Source: an optimization exercise on an open RTL-to-GDS flow (aim: small area and a short achievable clock period). Production flows keep margins and buffers that such runs may drop.
Where RTL was checked, it was by simulation tests only, not by an equivalence proof against the original.
Function not checked in run 2: the RTL went through the layout flow alone.

==> flow/design.v, too long to show whole: its modules and the start of the top module <==
// module pe: 1129 lines
// module systolic_array: 103 lines
module systolic_array #(
    parameter M           = 5,
    parameter N           = 3,
    parameter K           = 4,
    parameter DATA_WIDTH  = 32
) (
    input clk,
    input rst_n,
    input [DATA_WIDTH*M-1:0] X,
    input [DATA_WIDTH*K-1:0] W,
    output reg [DATA_WIDTH*M*K-1:0] Y,
    output done
);
  // ...
==> flow/flow/run.sh <==
#!/bin/bash
set -euo pipefail
export BUFFER_PORTS_ARGS="-buffer_cell sky130_fd_sc_hd__buf_2"
bash standard.sh > standard_make.log 2>&1
==> flow/standard.sh <==
#!/bin/bash
# synth_recipe.tcl (not shown) runs the flow's synth.tcl, then flattens the netlist and writes it again
# the make line also repeats each setting of config.mk as NAME=value (left out here)
make -C /OpenROAD-flow-scripts/flow DESIGN_CONFIG=/design/flow/config.mk WORK_HOME=/design/flow/orfs CLKGATE_MAP_FILE= SYNTH_SCRIPT=/design/flow/synth_recipe.tcl "${@:-finish}"
==> flow/config.mk <==
export PLATFORM = sky130hd
export DESIGN_NAME = systolic_array
export DESIGN_NICKNAME = systolic_array
export VERILOG_FILES = /design/flow/design.v
export SDC_FILE = /design/flow/constraint.sdc
export NUM_CORES = 8
export LEC_CHECK = 0
export ABC_AREA = 1
export CAP_MARGIN = 20
export CORE_MARGIN = 2
export CORE_UTILIZATION = 60
export CTS_BUF_LIST = sky130_fd_sc_hd__clkbuf_8
export CTS_CLUSTER_SIZE = 20
export PLACE_DENSITY = 0.7
export SETUP_SLACK_MARGIN = 5
export SLEW_MARGIN = 20
==> flow/constraint.sdc <==
create_clock -name core_clock -period 8.5 [get_ports {clk}]
set_input_delay 1.7000 -clock core_clock [delete_from_list [all_inputs] [get_ports {clk}]]
set_output_delay 1.7000 -clock core_clock [all_outputs]
set_load 0.01 [all_outputs]
==> flow_summary.yaml, run 1 <==
status:
  status: "complete, no violations"
final_layout:
  final_nets: 15600
  design.seq.count: 2378
  antenna_cells: 15
  top_regs: "Y: 640 flops, wq: 288 flops"
  final_common_cell: "inv_1"
  drive_gt1_share_pct: 18.0
  multi_input_cells: 7372
  fin_area_um2: 148000
  final-nonclk-buf-share_pct: 5.98
  regArea_um2: 54300
floorplan:
  rows: 169
  die_w_um: 466
  pin_count: 931
  dieHeight_um: 466
synth:
  synth-edff-count: 640
  ys_seq_area_share_pct: 42.1
  synth_top_family_by_area: "adder cells"
  synth_simple_gate_area_share_pct: 7.28
  synth_cell_types: 46
  syn_avg_cell_area_um2: 10.0
  synth_xor_area_share_pct: 10.8
hold_path:
  hold_depth: 0
placement:
  dpl-instance-area_um2: 135000
  place_congestion: 0.973
  placed_cells: 16000
global_routing:
  use_met2_pct: 57.7
  grt_pass1_vias: 101000
worst_setup_path:
  critPathKind: "reg2reg"
  slowest_delay_ns: 0.55
  cp_top_family: "buffers and inverters"
sta:
  layout_setup_ws_ns: 4.96
  drv_slew: 0
clocking:
  path_clk_slew_ns: 0.06
  cts_tree: "done"
  cts_setup_buffers: 96
  cts_root_buf: "clkbuf_8"
  cts_made_buffers: 394
drt:
  wirelength_mm: 438
  wl_met1_mm: 164
  vias: 99200
==> module systolic_array, before the edit <==
module systolic_array #(
    parameter M           = 5,
    parameter N           = 3,
    parameter K           = 4,
    parameter DATA_WIDTH  = 32
) (
    input clk,
    input rst_n,
    input [DATA_WIDTH*M-1:0] X,
    input [DATA_WIDTH*K-1:0] W,
    output reg [DATA_WIDTH*M*K-1:0] Y,
    output done
);
reg [3:0] cnt;
reg done_q;
always @(posedge clk or negedge rst_n) begin
    if (!rst_n) begin
        cnt <= 4'd0;
        done_q <= 1'b0;
    end else begin
        if (cnt != 4'd15) cnt <= cnt + 4'd1;
        if (cnt == 4'd13) done_q <= 1'b1;
    end
end
assign done = done_q;
reg [2:0] ld;     
reg [M-1:0] clr;  
reg [3:0] wy;     
always @(posedge clk or negedge rst_n) begin
    if (!rst_n) begin
        ld <= 3'b001;
        clr <= {M{1'b0}};
        wy <= 4'd0;
    end else begin
        ld <= {cnt == 4'd1, cnt == 4'd0, 1'b0};
        clr <= {M{(cnt == 4'd0) | (cnt == 4'd1) | (cnt == 4'd6) | (cnt == 4'd7)}};
        wy[0] <= (cnt == 4'd5);
        wy[1] <= (cnt == 4'd6);
        wy[2] <= (cnt == 4'd11);
        wy[3] <= (cnt == 4'd12);
    end
end
wire ldany = |ld;
reg [31:0] wq [0:9];
wire [31:0] wq0_d = (ld[0] | ld[2]) ? W[0 +: 32] : ld[1] ? W[32 +: 32] : wq[1];
integer q;
always @(posedge clk) begin
    for (q = 0; q < 9; q = q + 1) wq[q] <= wq[q+1];
    if (ld[0] | ld[2]) begin
        wq[0] <= W[0 +: 32];  wq[3] <= W[32 +: 32];
        wq[6] <= W[64 +: 32]; wq[9] <= W[96 +: 32];
    end else if (ld[1]) begin
        wq[0] <= W[32 +: 32]; wq[3] <= W[0 +: 32];
        wq[6] <= W[96 +: 32]; wq[9] <= W[64 +: 32];
    end else begin
        wq[9] <= W[64 +: 32];
    end
end
function [15:0] bone(input [31:0] x);
    integer k;
    begin
        for (k = 0; k < 16; k = k + 1)
            bone[k] = x[2*k] ^ ((k == 0) ? 1'b0 : x[(k == 0) ? 0 : 2*k-1]);
    end
endfunction
function [15:0] btwo(input [31:0] x);
    integer k;
    reg b2, b1, b0;
    begin
        for (k = 0; k < 16; k = k + 1) begin
            b2 = x[2*k+1];
            b1 = x[2*k];
            b0 = (k == 0) ? 1'b0 : x[(k == 0) ? 0 : 2*k-1];
            btwo[k] = (b2 & ~b1 & ~b0) | (~b2 & b1 & b0);
        end
    end
endfunction
genvar i;
generate
    for (i = 0; i < M; i = i + 1) begin : row
        reg [31:0] xr0, xr1, xr2;
        reg [15:0] eone, etwo;       
        wire [31:0] xr0_d = ldany ? X[32*i +: 32] : xr1;
        always @(posedge clk) begin
            xr0 <= xr0_d;
            eone <= bone(xr0_d);
            etwo <= btwo(xr0_d);
            xr1 <= xr2;
            xr2 <= xr0;
        end
        reg [31:0] wl;
        always @(posedge clk) wl <= wq0_d;
        wire [31:0] sum;
        pe u (.clk(clk), .x(xr0), .eone(eone), .etwo(etwo), .w(wl), .clr(clr[i]), .sum(sum));
        always @(posedge clk) begin
            if (wy[0]) Y[32*(4*i+0) +: 32] <= sum;
            if (wy[1]) Y[32*(4*i+1) +: 32] <= sum;
            if (wy[2]) Y[32*(4*i+2) +: 32] <= sum;
            if (wy[3]) Y[32*(4*i+3) +: 32] <= sum;
        end
    end
endgenerate
endmodule
==> inputs of run 2 (changes only) <==
--- a/flow/design.v
+++ b/flow/design.v
@@ -1,17 +1,19 @@
 module pe (
     input clk,
     input [31:0] x,       
     input [15:0] eone,    
     input [15:0] etwo,    
-    input [31:0] w,       
+    input [31:0] wd,      
     input clr,            
     output [31:0] sum     
 );
+  reg [31:0] w;
+  always @(posedge clk) w <= wd;
   reg [31:0] acc;        
   wire [31:0] accm = clr ? 32'd0 : acc;
   wire one0 = eone[0];
   wire two0 = etwo[0];
   wire neg0 = x[1];
   wire one1 = eone[1];
   wire two1 = etwo[1];
   wire neg1 = x[3];
@@ -1212,20 +1214,18 @@
         wire [31:0] xr0_d = ldany ? X[32*i +: 32] : xr1;
         always @(posedge clk) begin
             xr0 <= xr0_d;
             eone <= bone(xr0_d);
             etwo <= btwo(xr0_d);
             xr1 <= xr2;
             xr2 <= xr0;
         end
-        reg [31:0] wl;
-        always @(posedge clk) wl <= wq0_d;
         wire [31:0] sum;
-        pe u (.clk(clk), .x(xr0), .eone(eone), .etwo(etwo), .w(wl), .clr(clr[i]), .sum(sum));
+        pe u (.clk(clk), .x(xr0), .eone(eone), .etwo(etwo), .wd(wq0_d), .clr(clr[i]), .sum(sum));
         always @(posedge clk) begin
             if (wy[0]) Y[32*(4*i+0) +: 32] <= sum;
             if (wy[1]) Y[32*(4*i+1) +: 32] <= sum;
             if (wy[2]) Y[32*(4*i+2) +: 32] <= sum;
             if (wy[3]) Y[32*(4*i+3) +: 32] <= sum;
         end
     end
 endgenerate
==> flow/config.mk (replaced) <==
export PLATFORM = sky130hd
export DESIGN_NAME = systolic_array
export DESIGN_NICKNAME = systolic_array
export VERILOG_FILES = /design/flow/design.v
export SDC_FILE = /design/flow/constraint.sdc
export NUM_CORES = 8
export LEC_CHECK = 0
export ABC_AREA = 1
export CAP_MARGIN = 20
export CORE_MARGIN = 2
export CORE_UTILIZATION = 60
export PLACE_DENSITY = 0.7
export SETUP_SLACK_MARGIN = 5
export SLEW_MARGIN = 20
export SYNTH_HIERARCHICAL = 1
==> run 2 against run 1 <==
  * Critical endpoint is now row[1].u.ra_30_3
  * Non-clock buffer count shrank 128
  * Highest routed layer unchanged
  * Via count grew 6.0%
  * Fmax shrank 0.55%
  * Global-route usage shrank 2.1 points
  * Sequential cell count grew 138
==> flow_summary.yaml, run 2 <==
worst_setup_path:
  cp-end-kind: "flip-flop"
  critPathArrivalTime_ns: 4.34
  cp_data_required_time_ns: 9.29
  path_max_fanout: 14
  critPathKind: "reg2reg"
  cp-start-kind: "flip-flop"
synth:
  synth_top_family_by_area: "adder cells"
  synthMuxAreaShare_pct: 0.258
  async_flop_share_pct: 0.517
  synthFlopType: "dfxtp_1"
  synth_xor_area_share_pct: 9.64
  syn_area_um2: 135000
  synth_common_cells: "2437 x inv_1, 2297 x nand2_1, 1863 x dfxtp_1, 1426 x xor2_1, 1227 x o22ai_1"
  ys_seq_area_share_pct: 42.0
  synthTopCellsByArea: "dfxtp_1 28%, fa_1 17%, edfxtp_1 14%"
  yosysTopAreaCellShare_pct: 27.5
  postSynthCellCount: 14200
  yosys.area.top_type: "dfxtp_1"
  syn_avg_cell_area_um2: 9.53
  ys_seq_elements: 2516
  synth_fa_ha_area_share_pct: 19.6
  synth-edff-count: 640
  yosys.cell_count.top_type: "inv_1"
  synth_cell_types: 43
  ys.warnings.count: 9
  synth_fp_nets: 15900
  synth_simple_gate_area_share_pct: 11.2
  synth_compound_area_share_pct: 7.91
drt:
  drt_iter0_markers: 11500
  vias: 105000
  ant_nets: 0
  wirelength_mm: 438
  drc_errors: 0
  via_per_inst: 5.74
  drt_pass1_iterations: 9
  wl_per_cell_um: 23.9
global_routing:
  antenna_found_initial: 97
  grt_first_pass_wirelength_mm: 645
  grt_pass1_vias: 105000
  grt_usage_pct: 37.3
  grt-ovfl-total: 0
  grt_max_degree: 149
clocking:
  cts.sinks: 2516
  ctsHoldBuffers: 0
  path_clk_slew_ns: 0.07
  cts_made_buffers: 278
  clock_latency_ns: 0.98
  cts_tree: "done"
  htreeDepth: 5
  cts_root_buf: "clkbuf_16"
  cts_buffer_depth: 4
placement:
  io_buffers: 930
  dp_slack_ns: 4.20
  dp_hpwl_mm: 314
  place_congestion: 0.984
sta:
  tns_ns: 0
  final_hold_viol_count: 0
  setup_viol: 0
  maxSlewHeadroom_pct: 24.0
  fin_worst_skew_ns: 0.0612
  layout_setup_ws_ns: 4.94
  max_freq_ghz: 0.281
  min_period_ns: 3.56
  grt_setup_unrepaired: "true"
  tightest_slew_ns: 1.14
  timing.final.crit_share_pct: 41.8
  drv_slew: 0
final_layout:
  drive_gt1_share_pct: 14.4
  multiInputGateArea_um2: 66800
  area_growth_pct: 13.7
  final_util_pct: 68.6
  final_common_cell: "inv_1"
  nFillCells: 17500
  layout_common_cells: "2358 x inv_1, 2268 x nand2_1, 1830 x dfxtp_1, 1397 x xor2_1, 1226 x o22ai_1"
  top_register: "Y"
  top_regs: "Y: 640 flops, wq: 288 flops"
  final_nets: 16800
  regArea_um2: 56900
  largest_reg_flops: 640
floorplan:
  die_w_um: 479
  initial_core_util_pct: 60.3
  rows: 174
  pin_count: 931
  dieHeight_um: 479
  core_um2: 225000
  dieArea_um2: 230000
flow_run:
  max_cap_violations: 0
hold_path:
  hp-class: "reg2reg"
status:
  status: "complete, no violations"
==> run 2: changes by cell type after synthesis, moves of 35 or more <==
cell	before	now
nor2_1	408	447
o21ai_2	150	5
nand3_1	337	718
nand2_2	0	65
o21ai_0	334	292
buf_2	159	234
inv_1	2262	2437
xor2_1	1504	1426
dfxtp_1	1725	1863
buf_1	118	83
nand2_1	1445	2297
clkbuf_1	340	304
==> run 2: final cells by class <==
type | count | share of cell area, %
multi-input combinational | 8440 | 43.4
timing repair buffer | 1173 | 4.48
sequential | 2516 | 37.0
tap | 2992 | 2.43
antenna | 77 | 0.125
timing repair inverter | 37 | 0.120
clock inverter | 106 | 0.858
inverter | 2593 | 6.60
clock buffer | 374 | 5.06
==> run 2: cells by family after synthesis <==
group / count (synthesis)
and+or+nand+nor: 3666
buffers and inverters: 3253
DFF: 2516
AOI/OAI and AO/OA: 1807
xor gates and xnor gates: 1491
adders and majority gates: 1444
muxes: 31
other: 1
==> run 2: worst paths after layout <==
| check | start | endpoint | slack [ns] | cells past startpoint |
|---|---|---|---|---|
| max in group asynchronous | rst_n | ld[0] | 7.61 | 1 |
| min in group asynchronous | rst_n | ld[2] | 0.61 | 1 |
| setup reg to reg | row[1].eone[8] | row[1].u.ra_30_3 | 4.94 | 8 |
| hold / removal | row[4].xr0[24] | row[4].xr2[24] | 0.30 | 0 |
| hold reg to reg | row[4].xr0[24] | row[4].xr2[24] | 0.30 | 0 |
| setup / recovery | row[1].eone[8] | row[1].u.ra_30_3 | 4.94 | 8 |
==> run 2: stage by stage <==
step	hold slack, ns	std cells	instance area, µm²
after floorplan	0.310	14200	135000
after global placement	0.310	17600	142000
after detailed placement	0.312	17600	142000
after CTS	0.296	18200	152000
after global routing	0.302	18300	154000
final	0.296	18300	154000
==> run 2: worst max-delay path, stage by stage (launching register included) <==
cell	delay [ns]
dfxtp_1	0.53
inv_1	0.38
o22ai_1	0.25
xor2_1	0.22
fa_1	0.51
fa_1	0.50
fa_1	0.51
inv_1	0.05
fa_1	0.45
==> run 2: timing repair <==
item | 4_1_cts | 5_1_grt
gates cloned | 35 | 7
setup buffers | 79 | 64
pin swaps | 1 | 18
endpoints found under the setup margin | 486 | 598
gates resized for setup | 169 | 261
==> run 2: modules after synthesis, one instance, submodules excluded <==
module	cells	area (µm²)
systolic_array	3889	48100
pe	2064	17500
==> run 2: per-layer routing <==
| metal | global-route usage (%) | vias up | part of all wire [%] |
|---|---|---|---|
| li1 | - | 46500 | - |
| met1 | 48.7 | 50900 | 39 |
| met2 | 55.9 | 6238 | 44 |
| met3 | 10.4 | 1400 | 11 |
| met4 | 21.1 | 70 | 6.2 |
| met5 | 0 | - | 0.10 |

-- port drivers added, routing unchanged --
Ports are ideal in the flow. The routed layouts listed here were re-timed in OpenROAD. Step 1 (the two cells are an assumption about what drives the block):
set clk [get_ports {clk}]
set_driving_cell -lib_cell sky130_fd_sc_hd__clkbuf_16 $clk
set_driving_cell -lib_cell sky130_fd_sc_hd__buf_2 [delete_from_list [all_inputs] $clk]
Step 2 times the ports against the registers' clock, not the clock port: input delays grow and output delays shrink by t, the midpoint of the rising clock arrivals with the driver on. Slacks: ideal ports / drivers / drivers and shift; pairs: ideal ports / drivers.
| run | t, ns | slack for setup (ns) | slew at the worst register clock pin (ns) | worst slew at a driven data input, ns |
|---|---|---|---|---|
| run 1 | 1.200 | 4.964 / 4.908 / 4.964 | 0.08 / 0.08 | 0.18 |
| run 2 | 1.048 | 4.945 / 4.945 / 4.945 | 0.07 / 0.07 | 0.33 |
After both steps every run listed still meets setup and hold.
